Source: an optimization exercise on an open RTL-to-GDS flow (aim: small area, a short achievable clock period and few clock cycles). Production flows keep margins and buffers that such runs may drop.
RTL that was checked went through simulation tests only; none was proved equivalent to the original.

==> flow/design.v (excerpt) <==
module kombajn
(
	input              rst,
	input              clk,
	input              start,
	input      [63:0]  data,
	input      [47:0]  start_key,
	output reg         busy,
	output reg         found,
	output     [127:0] keyout
);
clock: 8.0 ns
lec_check: 0
cap_margin: 20
core_margin: 2
core_utilization: 60
cts_cluster_diameter: 60
cts_cluster_size: 24
slew_margin: 20
standard.sh (not shown) runs the stock make flow with config.mk's settings and CLKGATE_MAP_FILE= SYNTH_SCRIPT=/design/flow/synth_recipe.tcl, a recipe that flattens the netlist after the stock synthesis.
==> flow/flow/run.sh <==
#!/bin/bash
set -euo pipefail
export SETUP_SLACK_MARGIN=5.4
bash standard.sh > standard.log 2>&1
Next try:
==> flow/run.sh (new file) <==
#!/bin/bash
# synth_recipe.tcl (not shown) runs the flow's synth.tcl, then flattens the netlist and writes it again
# the make line also repeats each setting of config.mk as NAME=value (left out here)
make -C /OpenROAD-flow-scripts/flow DESIGN_CONFIG=/design/flow/config.mk WORK_HOME=/design/flow/orfs CLKGATE_MAP_FILE= SYNTH_SCRIPT=/design/flow/synth_recipe.tcl finish
- SETUP_SLACK_MARGIN: not set -> 5
removed: flow/flow/run.sh
removed: flow/standard.sh
Effect: Cell count drops by 2.8%. Non-clock buffer count drops by 251. Worst hold slack improves by 0.0056 ns. Cell area drops by 5.3%. Die area stays the same. Area after synthesis does not change. Critical path depth climbs by 1. Register-to-register slack degrades by 0.08 ns. Global-route usage drops by 1.6 points.
No run of this note included a check of the RTL's function; only the layout flow was run.

== try-delta ==
Another version of the RTL of kombajn (not shown whole).
Size in the first run: ~8,000 cells after synthesis, ~1,500 flip-flops, about 250 I/O pins, roughly 69,000 µm² of cells after synthesis.
Settings: LEC_CHECK=0, ABC_AREA=1, CAP_MARGIN=20, CORE_MARGIN=2, CORE_UTILIZATION=60, CTS_CLUSTER_DIAMETER=70, CTS_CLUSTER_SIZE=30, SETUP_SLACK_MARGIN=5, SLEW_MARGIN=20; clock period 8.0 ns.
run.sh (not shown) runs the stock make flow with config.mk's settings and CLKGATE_MAP_FILE= SYNTH_SCRIPT=/design/flow/synth_recipe.tcl, a recipe that flattens the netlist after the stock synthesis.
Stock flow here: none of the scripts above is used.
try-delta: all stages complete, timing, DRC and antenna checks passed
Testbench counts of try-delta, summed over its fixed seeds: cycles 163,140.
Changes in try-yarrow relative to try-delta:
- CTS_CLUSTER_SIZE changed from 30 to 24
- ABC_AREA removed (was 1)
- CTS_CLUSTER_DIAMETER changed from 70 to 60
### Flow results
Of try-yarrow and try-delta, the run reporting the higher die area was try-delta. In try-yarrow relative to try-delta, met3 layer wire length in the routed design had gone down by a few percent. For the minimum clock period, try-yarrow came in 0.015 ns lower than try-delta did. From try-delta to try-yarrow the numbers moved as follows: non-clock buffering overhead in the final layout has decreased; area of all sequential standard cells about even; first-pass GRT wire length shrank by about 5.4%; cell area level; register area share after synthesis climbed 0.77 points. [compare] base=try-delta new=try-yarrow: required time reported for the critical path endpoint shows an increase of 2.08 ns.
Relative to try-yarrow, the following input files were edited for try-pepper:
- ABC_AREA now 1, previously not set
Notes after the runs:
- The run showing the greater period utilization is try-yarrow.
- The synthesized-area fraction occupied by and/or/nand/nor cells reported for try-pepper is greater than that of try-yarrow by 4.3 points.
- [diff] via total after detailed routing, try-pepper relative to try-yarrow: regression
- Maximum frequency in try-pepper is 1.1% higher than in try-yarrow
What try-xenon does differently from try-pepper at the input level:
- removing ABC_AREA (formerly 1)
- changing CTS_CLUSTER_SIZE from 24 to 30
- changing CTS_CLUSTER_DIAMETER from 60 to 70
Findings:
- Every stage of the flow completed for try-xenon, and the final layout passed the timing, DRC and antenna checks.
- Taking try-pepper as the reference point, the final non-filler cell area of try-xenon falls by about 1.8%.
- Taking try-pepper as the reference point, the met1 routing resource usage after global routing of try-xenon falls by 1.3 points.
- Largest family of logic cells by synthesized area: simple AND/OR/NAND/NOR gates -> try-pepper, compound AO/OA/AOI/OAI gates -> try-xenon
- Fraction of the cycle the final worst path needs: try-xenon vs try-pepper down 0.59 points
- Of the two values seen for standard cell with the maximum stage delay on the critical path, edfxtp_1 was produced by try-xenon and dfrtp_2 by try-pepper.
- From try-xenon to try-pepper, number of H-tree levels did not move at all.
- Measured against each other, try-xenon and try-pepper differ in area used by multi-input combinational logic, the lower figure coming from try-pepper.
- On via count: try-xenon sits below try-pepper.
- Diff try-pepper -> try-xenon | die width | down slightly
- Note that the routed wire length recorded for try-pepper amounts to 1.06 times the value seen in try-xenon.
- Taking try-pepper as the reference, in try-xenon global-route usage now smaller; maximum clock frequency grew by about 1.6%.

== zinc ==
Another version of the RTL of kombajn (not shown whole).
For scale: roughly 6,900 cells after synthesis, ~1,500 flip-flops, roughly 69,000 sq um of cells after synthesis.
export LEC_CHECK = 0
export CAP_MARGIN = 20
export CORE_MARGIN = 2
export CORE_UTILIZATION = 70
export CTS_CLUSTER_DIAMETER = 60
export CTS_CLUSTER_SIZE = 24
export SETUP_SLACK_MARGIN = 5
export SLEW_MARGIN = 20
create_clock -name core_clock -period 8.0 [get_ports {clk}]
Testbench counts of zinc, summed over its fixed seeds: cycles 163,140.
[inputs] cedar vs zinc
- a change of CORE_UTILIZATION from 70 to 60
==> comparison <==
When the final numbers for zinc and cedar were put side by side, the clock buffer and inverter area fraction after layout turned out to be greater in cedar.
Status: number of buffer cells added on primary ports parity (cedar, zinc)
The faster design of the two is cedar; zinc tops out lower.
Going from zinc to cedar, final worst clock skew saw a decrease, met3 usage saw a decrease, worst hold slack saw an increase, vias after detailed routing saw a decrease.
The start point of the critical path comes out lane[3].u.d1[6] in one run and lane[3].u.d1[27] in the other, namely in cedar and zinc respectively.
In the tables for zinc and cedar, slack of the worst reg-to-reg path reads lower with zinc.
NOTE: number of iterations in the first detailed-routing pass in cedar falls short of that of zinc
Edits applied to the flow inputs when going from cedar to harbor:
- CTS_CLUSTER_SIZE removed (was 24)
- CTS_CLUSTER_DIAMETER removed (was 60)
==> run notes <==
Both conditions hold for harbor: the flow ran to the end and the final layout passed the timing, DRC and antenna checks. Side by side, net total in the final layout turned out higher in harbor than in cedar. cedar has higher clock-pin transition on the worst setup and hold timing paths than harbor. Going from cedar to harbor, post-CTS setup buffer count grew slightly.

==> separate check: timing with driven ports <==
The results above use ideal ports. As a check the final layouts listed here were re-extracted and re-timed, cells and wires unchanged. Step 1: set_driving_cell puts a clkbuf_16 on clk and a buf_2 on each other input, an assumption about the parent block. Step 2 moves the port delays by t, midway between the first and last clock arrival at a register: inputs arrive t later, outputs are due t later. That takes back most of the time a late clock gives input paths. Slacks: ideal / step 1 / step 2; pairs: ideal / step 1.
run	shift t [ns]	slack for setup (ns)	worst register clock-pin slew, ns	worst slew at a driven data input, ns	cell pins on the clock port's net
the first run of note 1	0.794	4.973 / 4.893 / 4.733	0.09 / 0.09	0.08	1
the second run of note 1	0.795	4.948 / 4.872 / 4.417	0.09 / 0.09	0.06	1
try-delta	0.768	4.933 / 4.854 / 4.489	0.11 / 0.11	0.06	1
try-yarrow	0.793	4.948 / 4.948 / 4.469	0.09 / 0.09	0.08	1
try-pepper	0.789	4.981 / 4.904 / 4.474	0.09 / 0.09	0.05	1
try-xenon	0.754	5.028 / 4.953 / 4.488	0.11 / 0.11	0.08	1
zinc	0.791	4.843 / 4.843 / 4.206	0.10 / 0.10	0.06	1
cedar	0.804	4.944 / 4.923 / 4.337	0.09 / 0.09	0.08	1
harbor	0.838	4.840 / 4.840 / 4.352	0.07 / 0.07	0.09	1
After both steps every run listed still meets setup and hold. For zinc, which loses most, drivers alone change the setup slack by 0.000 ns; drivers and shift together by -0.637 ns.
